This is an optimization exercise on Yosys and OpenROAD, whose aim is small area and a short achievable clock period, not a production implementation.
The RTL was checked by simulation tests, not by an equivalence proof against the original design.
The clock input has no modelled driver; a real chip could not lean on it and would need a root buffer or a full tree.
Power is estimated from default activity; no workload was simulated.

// cordic
module cordic (
    input clk,
    input rst_n,
    input start,
    input [15:0] angle,
    output reg [15:0] cos,
    output reg [15:0] sin
);
    reg [16:0] r;
    reg [3:0] cnt;
    wire d = ~r[16];
    wire idle = cnt[3] & cnt[2] & cnt[1];
    reg [14:0] e;
    always @(*) begin
        case (cnt)
            4'd0:  e = 15'h6487;
            4'd1:  e = 15'h3B58;
            4'd2:  e = 15'h1F5B;
            4'd3:  e = 15'h0FEA;
            4'd4:  e = 15'h07FD;
            4'd5:  e = 15'h03FF;
            4'd6:  e = 15'h01FF;
            4'd7:  e = 15'h00FF;
            4'd8:  e = 15'h007F;
            4'd9:  e = 15'h003F;
            4'd10: e = 15'h001F;
            4'd11: e = 15'h000F;
            4'd12: e = 15'h0007;
            4'd13: e = 15'h0003;
            default: e = 15'h0000;
        endcase
    end
    wire [15:0] tc_sh = sin >> cnt;
    wire [15:0] ts_sh = cos >> cnt;
    wire [15:0] tc = {tc_sh[15:2], tc_sh[1:0] & {2{~idle}}};
    wire [15:0] ts = {ts_sh[15:2], ts_sh[1:0] & {2{~idle}}};
    wire [15:0] new_cos;
    wire [15:0] new_sin;
    wire [16:0] new_r;
    add_bk #(16) i_add_c (.a(cos), .b(tc ^ {16{d}}), .ci(d), .s(new_cos));
    add_bk #(16) i_add_s (.a(sin), .b(ts ^ {16{~d}}), .ci(~d), .s(new_sin));
    add_bk #(17) i_add_r (.a(r), .b({2'b00, e} ^ {17{d}}), .ci(d), .s(new_r));
  ...
clock: 16.0 ns
lec_check: 0
abc_area: 1
cap_margin: 20
core_margin: 2
core_utilization: 40
slew_margin: 20
standard.sh (not shown) runs the stock make flow with config.mk's settings and CLKGATE_MAP_FILE= SYNTH_SCRIPT=/design/flow/synth_recipe.tcl, a recipe that flattens the netlist after the stock synthesis.
==> flow/flow/run.sh <==
#!/bin/bash
# The standard layout with these changes:
#  - synthesis: no full/half-adder cell extraction (ADDER_MAP_FILE empty), so
#    ABC sees whole register-to-register paths, and ABC maps with a
#    delay-constrained area-recovering script (flow/abc_map.script) instead
#    of ORFS's; the rest of the standard synthesis script, including the
#    flip-flop mapping, flattening and renaming, is unchanged;
#  - repair_timing aims for extra setup slack (SETUP_SLACK_MARGIN) so that
#    the achieved period, not just the 16 ns clock, is optimised;
#  - the ports get plain buffers (buf_2) instead of delay cells.
set -euo pipefail
here=$(pwd)
{
  head -n 1 synth_recipe.tcl
  cat <<EOT
proc abc {args} {
  set i [lsearch -exact \$args -script]
  if {\$i >= 0} { set args [lreplace \$args [expr {\$i + 1}] [expr {\$i + 1}] $here/flow/abc_map.script] }
  yosys abc {*}\$args
}
EOT
  tail -n +2 synth_recipe.tcl
} > synth_map.tcl
bash standard.sh SYNTH_SCRIPT="$here/synth_map.tcl" ADDER_MAP_FILE= SETUP_SLACK_MARGIN=12.0 \
  'BUFFER_PORTS_ARGS=-buffer_cell sky130_fd_sc_hd__buf_2' finish > standard_flow.log 2>&1
==> flow/flow/abc_map.script <==
strash
dch
map -D 2000
topo
Then changed:
--- a/flow/flow/run.sh
+++ b/flow/flow/run.sh
@@ -22,4 +22,4 @@
   tail -n +2 synth_recipe.tcl
 } > synth_map.tcl
-bash standard.sh SYNTH_SCRIPT="$here/synth_map.tcl" ADDER_MAP_FILE= SETUP_SLACK_MARGIN=12.0 \
+bash standard.sh SYNTH_SCRIPT="$here/synth_map.tcl" ADDER_MAP_FILE= SETUP_SLACK_MARGIN=11.8 \
   'BUFFER_PORTS_ARGS=-buffer_cell sky130_fd_sc_hd__buf_2' finish > standard_flow.log 2>&1
The changed run finished with timing, DRC and antenna clean.
Fmax came out lower by 3.9%.
Cell count came out lower by 2.6%.
Clock power came out lower by about 10%.
Clock skew is about the same.
Worst setup slack is worse by 0.16 ns.
Then changed:
--- a/flow/config.mk
+++ b/flow/config.mk
@@ -10,3 +10,4 @@
 export CORE_MARGIN = 2
 export CORE_UTILIZATION = 40
+export CTS_BUF_LIST = sky130_fd_sc_hd__clkbuf_4 sky130_fd_sc_hd__clkbuf_8
 export SLEW_MARGIN = 20
Non-clock buffer count came out higher by 2.
Total power decreases by about 1.8%.
Worst hold slack improves by 0.0044 ns.
Die area does not change.
Clock-buffer cell count does not change.
First-iteration DRC count came out lower by about 1.5%.
Wire length came out higher by about 0.7%.
Global-route usage hardly moves.
Sequential share of layout area goes up by 0.21 points.
Then changed:
==> flow/flow/run.sh (replaced) <==
#!/bin/bash
# Standard layout, with repair_timing aiming for extra setup slack so that the
# achieved period, not just the 16 ns clock, is optimised, and plain buffers
# (instead of delay cells) on the ports.
set -euo pipefail
bash standard.sh SETUP_SLACK_MARGIN=11.8 'BUFFER_PORTS_ARGS=-buffer_cell sky130_fd_sc_hd__buf_2' finish > standard_flow.log 2>&1
--- a/flow/config.mk
+++ b/flow/config.mk
@@ -9,5 +9,4 @@
 export CAP_MARGIN = 20
 export CORE_MARGIN = 2
-export CORE_UTILIZATION = 40
-export CTS_BUF_LIST = sky130_fd_sc_hd__clkbuf_4 sky130_fd_sc_hd__clkbuf_8
+export CORE_UTILIZATION = 60
 export SLEW_MARGIN = 20
removed: flow/flow/abc_map.script
After rerunning: Worst hold slack improved by 0.016 ns; setup slack is about the same; power increases by 2.7%; sequential power increases by about 6%; clock power decreases by 3.2%; synthesized area increases by 11%; routed wire length decreases by 4.0%; final cell count decreases by 8.2%; utilization increases by 19 points; design area increases by 4.6%; via count decreases by 3.4%.

Another version of the RTL of cordic (not shown whole).
For scale: roughly 53 flip-flops, about 51 I/O pins, ~4500 µm² of cells after synthesis.
clock: 16.0 ns
lec_check: 0
abc_area: 1
cap_margin: 20
core_margin: 2
core_utilization: 40
cts_buf_list: sky130_fd_sc_hd__clkbuf_4 sky130_fd_sc_hd__clkbuf_8
slew_margin: 20
==> flow/flow/run.sh <==
#!/bin/bash
# The standard layout with these changes:
#  - synthesis: no full/half-adder cell extraction (ADDER_MAP_FILE empty), so
#    ABC sees whole register-to-register paths, and ABC maps with a
#    delay-constrained area-recovering script (flow/abc_map.script) instead
#    of ORFS's; the rest of the standard synthesis script, including the
#    flip-flop mapping, flattening and renaming, is unchanged;
#  - repair_timing aims for extra setup slack (SETUP_SLACK_MARGIN) so that
#    the achieved period, not just the 16 ns clock, is optimised;
#  - the ports get plain buffers (buf_2) instead of delay cells.
set -euo pipefail
here=$(pwd)
{
  head -n 1 synth_recipe.tcl
  cat <<EOT
proc abc {args} {
  set i [lsearch -exact \$args -script]
  if {\$i >= 0} { set args [lreplace \$args [expr {\$i + 1}] [expr {\$i + 1}] $here/flow/abc_map.script] }
  yosys abc {*}\$args
}
EOT
  tail -n +2 synth_recipe.tcl
} > synth_map.tcl
bash standard.sh SYNTH_SCRIPT="$here/synth_map.tcl" ADDER_MAP_FILE= SETUP_SLACK_MARGIN=11.85 SETUP_MOVE_SEQUENCE=sizeup,swap \
  'BUFFER_PORTS_ARGS=-buffer_cell sky130_fd_sc_hd__buf_2' finish > standard_flow.log 2>&1
==> flow/flow/abc_map.script <==
strash
dch
map -D 2000
topo
The first run produced a clean layout.
Change:
--- a/flow/flow/run.sh
+++ b/flow/flow/run.sh
@@ -24 +24 @@
-bash standard.sh SYNTH_SCRIPT="$here/synth_map.tcl" ADDER_MAP_FILE= SETUP_SLACK_MARGIN=11.85 SETUP_MOVE_SEQUENCE=sizeup,swap \
+bash standard.sh SYNTH_SCRIPT="$here/synth_map.tcl" ADDER_MAP_FILE= SETUP_SLACK_MARGIN=12.0 \
The new run finished clean.
Worst setup slack improves by 0.090 ns.
Via count went up by a few percent.
Sequential cell count stays the same.
Maximum frequency went up by a few percent.
Routed wire length went up by a few percent.
Register-to-register slack improves by 0.18 ns.
Non-clock buffer count went up by 37.
Critical path depth does not change.
Clock power went up slightly.
Total power went up by roughly a tenth.

## P
The RTL this note starts from:
==> flow/design.v <==
module add_bk #(parameter N = 16) (
    input  [N-1:0] a,
    input  [N-1:0] b,
    input          ci,
    output [N-1:0] s
);
    localparam L = (N <= 2) ? 1 : (N <= 4) ? 2 : (N <= 8) ? 3 : (N <= 16) ? 4 : (N <= 32) ? 5 : 6;
    wire [N-1:0] p0 = a ^ b;
    wire [N-1:0] g0 = a & b;
    wire [N*2*L-1:0] G;
    wire [N*2*L-1:0] P;
    assign G[N-1:0] = {g0[N-1:1], g0[0] | (p0[0] & ci)};
    assign P[N-1:0] = p0;
    genvar l, i;
    generate
        for (l = 0; l < L; l = l + 1) begin : up
            for (i = 0; i < N; i = i + 1) begin : bt
                if (((i + 1) % (2 << l)) == 0) begin : node
                    assign G[(l+1)*N+i] = G[l*N+i] | (P[l*N+i] & G[l*N+i-(1<<l)]);
                    assign P[(l+1)*N+i] = P[l*N+i] & P[l*N+i-(1<<l)];
                end else begin : pass
                    assign G[(l+1)*N+i] = G[l*N+i];
                    assign P[(l+1)*N+i] = P[l*N+i];
                end
            end
        end
        for (l = L - 2; l >= 0; l = l - 1) begin : down
            for (i = 0; i < N; i = i + 1) begin : bt
                if (((i + 1) % (2 << l)) == (1 << l) && i >= (2 << l)) begin : node
                    assign G[(2*L-1-l)*N+i] = G[(2*L-2-l)*N+i] | (P[(2*L-2-l)*N+i] & G[(2*L-2-l)*N+i-(1<<l)]);
                    assign P[(2*L-1-l)*N+i] = P[(2*L-2-l)*N+i] & P[(2*L-2-l)*N+i-(1<<l)];
                end else begin : pass
                    assign G[(2*L-1-l)*N+i] = G[(2*L-2-l)*N+i];
                    assign P[(2*L-1-l)*N+i] = P[(2*L-2-l)*N+i];
                end
            end
        end
    endgenerate
    wire [N-1:0] gf = G[(2*L-1)*N +: N];
    assign s = p0 ^ {gf[N-2:0], ci};
endmodule
module cordic (
    input clk,
    input rst_n,
    input start,
    input [15:0] angle,
    output reg [15:0] cos,
    output reg [15:0] sin
);
    reg [16:0] r;
    reg [3:0] q;
    wire d = ~r[16];
    wire first = (q == 4'd15);
    wire idle = (q == 4'd13) || (q == 4'd14);
    reg [14:0] e;
    always @(*) begin
        case (q)
            4'd15: e = 15'h6487;
            4'd0:  e = 15'h3B58;
            4'd1:  e = 15'h1F5B;
            4'd2:  e = 15'h0FEA;
            4'd3:  e = 15'h07FD;
            4'd4:  e = 15'h03FF;
            4'd5:  e = 15'h01FF;
            4'd6:  e = 15'h00FF;
            4'd7:  e = 15'h007F;
            4'd8:  e = 15'h003F;
            4'd9:  e = 15'h001F;
            4'd10: e = 15'h000F;
            4'd11: e = 15'h0007;
            4'd12: e = 15'h0003;
            default: e = 15'h0000;
        endcase
    end
    wire [14:0] tc_sh = sin[15:1] >> q;
    wire [14:0] ts_sh = cos[15:1] >> q;
    wire [15:0] tc = {1'b0, tc_sh[14:2], tc_sh[1:0] & {2{~idle}}};
    wire [15:0] ts = {1'b0, ts_sh[14:2], ts_sh[1:0] & {2{~idle}}};
    wire [15:0] new_cos;
    wire [15:0] new_sin;
    wire [16:0] new_r;
    add_bk #(16) i_add_c (.a(cos), .b(tc ^ {16{d}}), .ci(d), .s(new_cos));
    add_bk #(16) i_add_s (.a(sin), .b(ts ^ {16{~d}}), .ci(~d), .s(new_sin));
    wire lo = first && (r[15:0] < 16'd2516);
    add_bk #(17) i_add_r (.a(r), .b({d, d & ~lo, e ^ {15{d}}}), .ci(d), .s(new_r));
    always @(posedge clk) begin
        if (first) begin
            cos <= 16'h4DBA;
            sin <= 16'h4DBA;
        end else begin
            cos <= new_cos;
            sin <= new_sin;
        end
    end
    always @(posedge clk) begin
        if (start)
            r <= {1'b0, angle};
        else
            r <= new_r;
    end
    always @(posedge clk or negedge rst_n) begin
        if (!rst_n)
            q <= 4'd14;
        else if (start)
            q <= 4'd15;
        else if (q != 4'd14)
            q <= q + 4'd1;
    end
endmodule
==> flow/config.mk <==
export PLATFORM = sky130hd
export DESIGN_NAME = cordic
export DESIGN_NICKNAME = cordic
export VERILOG_FILES = /design/flow/design.v
export SDC_FILE = /design/flow/constraint.sdc
export NUM_CORES = 4
export LEC_CHECK = 0
export ABC_AREA = 1
export CAP_MARGIN = 20
export CORE_MARGIN = 2
export CORE_UTILIZATION = 40
export SLEW_MARGIN = 20
==> flow/constraint.sdc <==
create_clock -name core_clock -period 16.0 [get_ports {clk}]
set_input_delay 3.2000 -clock core_clock [delete_from_list [all_inputs] [get_ports {clk}]]
set_output_delay 3.2000 -clock core_clock [all_outputs]
set_load 0.01 [all_outputs]
==> flow/flow/run.sh <==
#!/bin/bash
# The standard layout with these changes:
#  - synthesis: no full/half-adder cell extraction (ADDER_MAP_FILE empty), so
#    ABC sees whole register-to-register paths, and ABC maps with a
#    delay-constrained area-recovering script (flow/abc_map.script) instead
#    of ORFS's; the rest of the standard synthesis script, including the
#    flip-flop mapping, flattening and renaming, is unchanged;
#  - repair_timing aims for extra setup slack (SETUP_SLACK_MARGIN) so that
#    the achieved period, not just the 16 ns clock, is optimised;
#  - repair_timing only resizes cells and swaps pins (SETUP_MOVE_SEQUENCE);
#  - the ports get plain buffers (buf_1, which repair_timing may upsize)
#    instead of delay cells;
#  - the clock tree is one level: the clock port drives four clkbuf_16, each
#    placed at the centre of a cluster of flip-flops (flow/cts_flat.tcl),
#    instead of TritonCTS's two-level tree.
set -euo pipefail
here=$(pwd)
{
  head -n 1 synth_recipe.tcl
  cat <<EOT
proc abc {args} {
  set i [lsearch -exact \$args -script]
  if {\$i >= 0} { set args [lreplace \$args [expr {\$i + 1}] [expr {\$i + 1}] $here/flow/abc_map.script] }
  yosys abc {*}\$args
}
EOT
  tail -n +2 synth_recipe.tcl
} > synth_map.tcl
bash standard.sh SYNTH_SCRIPT="$here/synth_map.tcl" ADDER_MAP_FILE= SETUP_SLACK_MARGIN=12.1 SETUP_MOVE_SEQUENCE=sizeup,swap \
  PRE_CTS_TCL="$here/flow/cts_flat.tcl" \
  'BUFFER_PORTS_ARGS=-buffer_cell sky130_fd_sc_hd__buf_1' finish > standard_flow.log 2>&1
==> flow/flow/abc_map.script <==
strash
dch
map -D 2250
topo
==> flow/flow/cts_flat.tcl <==
# Clock tree of one level: the clock port drives NBUF buffers directly, each
# buffer drives the flip-flops of one cluster (k-means on their locations).
proc my_flat_clock_tree { nbuf bufname } {
  set block [ord::get_db_block]
  set clknet [$block findNet clk]
  set master [[ord::get_db] findMaster $bufname]
  set sinks {}
  foreach it [$clknet getITerms] { lappend sinks $it }
  # sink locations
  set pts {}
  foreach it $sinks {
    set bb [[$it getInst] getBBox]
    lappend pts [list [expr {([$bb xMin] + [$bb xMax]) / 2}] [expr {([$bb yMin] + [$bb yMax]) / 2}]]
  }
  # k-means, seeded along x-sorted order
  set n [llength $pts]
  set order [lsort -integer -indices [lmap p $pts {expr {[lindex $p 0] * 100000 + [lindex $p 1]}}]]
  set cent {}
  for {set k 0} {$k < $nbuf} {incr k} {
    lappend cent [lindex $pts [lindex $order [expr {($k * $n + $n / 2) / $nbuf}]]]
  }
  for {set iter 0} {$iter < 50} {incr iter} {
    set asg {}
    foreach p $pts {
      set best 0; set bd 1e30
      for {set k 0} {$k < $nbuf} {incr k} {
        set c [lindex $cent $k]
        set dd [expr {abs([lindex $p 0] - [lindex $c 0]) + abs([lindex $p 1] - [lindex $c 1])}]
        if {$dd < $bd} { set bd $dd; set best $k }
      }
      lappend asg $best
    }
    set newc {}
    for {set k 0} {$k < $nbuf} {incr k} {
      set sx 0; set sy 0; set m 0
      foreach p $pts a $asg { if {$a == $k} { incr sx [lindex $p 0]; incr sy [lindex $p 1]; incr m } }
      if {$m > 0} { lappend newc [list [expr {$sx / $m}] [expr {$sy / $m}]] } else { lappend newc [lindex $cent $k] }
    }
    set cent $newc
  }
  for {set k 0} {$k < $nbuf} {incr k} {
    set inst [odb::dbInst_create $block $master "clkbuf_flat_$k"]
    set net [odb::dbNet_create $block "clknet_flat_$k"]
    $net setSigType CLOCK
    [$inst findITerm A] connect $clknet
    [$inst findITerm X] connect $net
    set c [lindex $cent $k]
    $inst setLocation [lindex $c 0] [lindex $c 1]
    $inst setPlacementStatus PLACED
    foreach it $sinks a $asg { if {$a == $k} { $it disconnect; $it connect $net } }
  }
  $clknet setSigType CLOCK
}

# Used by ORFS's cts.tcl (sourced as PRE_CTS_TCL) in place of TritonCTS: four
# clkbuf_16 straight from the clock port, one per cluster of flip-flops.
proc clock_tree_synthesis { args } {
  my_flat_clock_tree 4 sky130_fd_sc_hd__clkbuf_16
  set_propagated_clock [all_clocks]
}
P finished end to end and its layout was clean on timing, DRC and antenna.
The inputs of Q differ from those of P as listed below.
--- a/flow/flow/run.sh
+++ b/flow/flow/run.sh
@@ -10,4 +10,3 @@
 #  - repair_timing only resizes cells and swaps pins (SETUP_MOVE_SEQUENCE);
-#  - the ports get plain buffers (buf_1, which repair_timing may upsize)
-#    instead of delay cells;
+#  - the ports get plain buffers (buf_2) instead of delay cells;
 #  - the clock tree is one level: the clock port drives four clkbuf_16, each
@@ -30,2 +29,2 @@
   PRE_CTS_TCL="$here/flow/cts_flat.tcl" \
-  'BUFFER_PORTS_ARGS=-buffer_cell sky130_fd_sc_hd__buf_1' finish > standard_flow.log 2>&1
+  'BUFFER_PORTS_ARGS=-buffer_cell sky130_fd_sc_hd__buf_2' finish > standard_flow.log 2>&1
==> flow/flow/abc_map.script <==
strash
dch
map -D 1750
topo
## What came out
In Q relative to P, number of cells upsized or downsized after cts had gone down by more than a quarter. Post-synthesis cell count came out higher on Q than on P. Diff P -> Q: total placed cells including tap cells now larger, vertical die dimension now larger. P has higher core utilization than Q.
[inputs] R vs Q
--- a/flow/flow/run.sh
+++ b/flow/flow/run.sh
@@ -10,3 +10,4 @@
 #  - repair_timing only resizes cells and swaps pins (SETUP_MOVE_SEQUENCE);
-#  - the ports get plain buffers (buf_2) instead of delay cells;
+#  - the ports get plain buffers (buf_1, which repair_timing may upsize)
+#    instead of delay cells;
 #  - the clock tree is one level: the clock port drives four clkbuf_16, each
@@ -27,4 +28,4 @@
 } > synth_map.tcl
-bash standard.sh SYNTH_SCRIPT="$here/synth_map.tcl" ADDER_MAP_FILE= SETUP_SLACK_MARGIN=12.1 SETUP_MOVE_SEQUENCE=sizeup,swap \
+bash standard.sh SYNTH_SCRIPT="$here/synth_map.tcl" ADDER_MAP_FILE= SETUP_SLACK_MARGIN=12.15 SETUP_MOVE_SEQUENCE=sizeup,swap \
   PRE_CTS_TCL="$here/flow/cts_flat.tcl" \
-  'BUFFER_PORTS_ARGS=-buffer_cell sky130_fd_sc_hd__buf_2' finish > standard_flow.log 2>&1
+  'BUFFER_PORTS_ARGS=-buffer_cell sky130_fd_sc_hd__buf_1' finish > standard_flow.log 2>&1
==> flow/flow/abc_map.script <==
strash
dch
map -D 2000
topo
--- outcome ---
In the flow results for R and Q, the slack of the worst reg-to-reg path is smaller on R.
Compared R against Q; clock share of power within noise.
Signed area change from the synthesized netlist to the final layout (lower): Q
Changes observed in R relative to Q: highest fanout seen on the critical path shrank by 1, maximum operating frequency went up by 0.0026 GHz, worst setup slack higher.
Row total wirelength of the detailed-routed design: R lower / Q higher
In the reports for R and Q, the smaller worst setup timing slack at the placement stage belongs to R.
Against Q, height of the chip in R fell by a few percent.
Summary — synthesized cell count, R relative to Q: lower, by about 8%.
#### Input delta (S over R)
--- a/flow/flow/run.sh
+++ b/flow/flow/run.sh
@@ -28,3 +28,3 @@
 } > synth_map.tcl
-bash standard.sh SYNTH_SCRIPT="$here/synth_map.tcl" ADDER_MAP_FILE= SETUP_SLACK_MARGIN=12.15 SETUP_MOVE_SEQUENCE=sizeup,swap \
+bash standard.sh SYNTH_SCRIPT="$here/synth_map.tcl" ADDER_MAP_FILE= SETUP_SLACK_MARGIN=12.1 SETUP_MOVE_SEQUENCE=sizeup,swap \
   PRE_CTS_TCL="$here/flow/cts_flat.tcl" \
==> flow/flow/abc_map.script <==
strash
dch -f
map -D 2000
topo
[summary]
| design internal power | S vs R | better |
Compared with R, S shows die footprint that has gone up slightly.
S vs. R: number of inverters outside the clock class in the layout went up by 1.2%.
Setup changes, S to T
--- a/flow/flow/run.sh
+++ b/flow/flow/run.sh
@@ -12,3 +12,3 @@
 #    instead of delay cells;
-#  - the clock tree is one level: the clock port drives four clkbuf_16, each
+#  - the clock tree is one level: the clock port drives three clkbuf_16, each
 #    placed at the centre of a cluster of flip-flops (flow/cts_flat.tcl),
==> flow/flow/abc_map.script <==
strash
dch
map -D 2000
topo
--- a/flow/flow/cts_flat.tcl
+++ b/flow/flow/cts_flat.tcl
@@ -54,6 +54,6 @@
 
-# Used by ORFS's cts.tcl (sourced as PRE_CTS_TCL) in place of TritonCTS: four
+# Used by ORFS's cts.tcl (sourced as PRE_CTS_TCL) in place of TritonCTS: three
 # clkbuf_16 straight from the clock port, one per cluster of flip-flops.
 proc clock_tree_synthesis { args } {
-  my_flat_clock_tree 4 sky130_fd_sc_hd__clkbuf_16
+  my_flat_clock_tree 3 sky130_fd_sc_hd__clkbuf_16
   set_propagated_clock [all_clocks]
Notes after the runs:
T completed end to end with timing, DRC and antenna clean. Sort S and T by count of placed standard cells in the final layout, fillers left out, descending, and S comes first. In T relative to S, non-clock inverter count in the final layout had gone down slightly. Sort S and T by internal power consumption, descending, and S comes first. T vs. S: wire length picked up an extra about 1.2%; average instance area after synthesis picked up an extra 0.31%; utilization picked up an extra 0.41 points; post-synthesis share of cell area spent on and, or, nand and nor gates lost 0.73 points. Compared with S, in T share of the synthesized area in compound gates (AO/OA/AOI/OAI) held steady, minimum clock period grew by 12 ps.
In every run of this note, the design's own scripts or RTL, not TritonCTS, make the clock network.

-- port drivers added, routing unchanged --
How much do the figures lean on ideal ports? The routed layouts below were timed once more, with nothing changed but the port constraints.
Step 1 assumes that a clkbuf_16 drives the clock port and a buf_2 every other input.
Step 2, shift: input delay + t, output delay - t, t = (earliest + latest rising clock arrival at the registers) / 2. This alone moves slack from input paths to output paths.
Slacks: no drivers / after step 1 / after step 2; pairs: no drivers / after step 1.
| run | shift t [ns] | slack for setup (ns) | worst setup path at the end |
|---|---|---|---|
| the first run of note 1 | 0.347 | 12.020 / 11.980 / 11.812 | input to register |
| the second run of note 1 | 0.348 | 11.860 / 11.819 / 11.645 | input to register |
| the third run of note 1 | 0.372 | 11.868 / 11.833 / 11.525 | input to register |
| the fourth run of note 1 | 0.354 | 11.866 / 11.832 / 11.671 | input to register |
| the first run of note 2 | 0.371 | 11.895 / 11.859 / 11.675 | input to register |
| the second run of note 2 | 0.371 | 11.986 / 11.950 / 11.772 | input to register |
| P | 0.222 | 12.111 / 12.018 / 12.094 | input to register |
| Q | 0.230 | 12.118 / 12.024 / 12.104 | input to register |
| R | 0.228 | 12.157 / 12.068 / 12.151 | input to register |
| S | 0.225 | 12.119 / 12.028 / 12.072 | input to register |
| T | 0.221 | 12.107 / 12.033 / 12.030 | input to register |
After both steps every run listed still meets setup and hold. For the third run of note 1, which loses most, drivers alone change the setup slack by -0.035 ns; drivers and shift together by -0.343 ns.
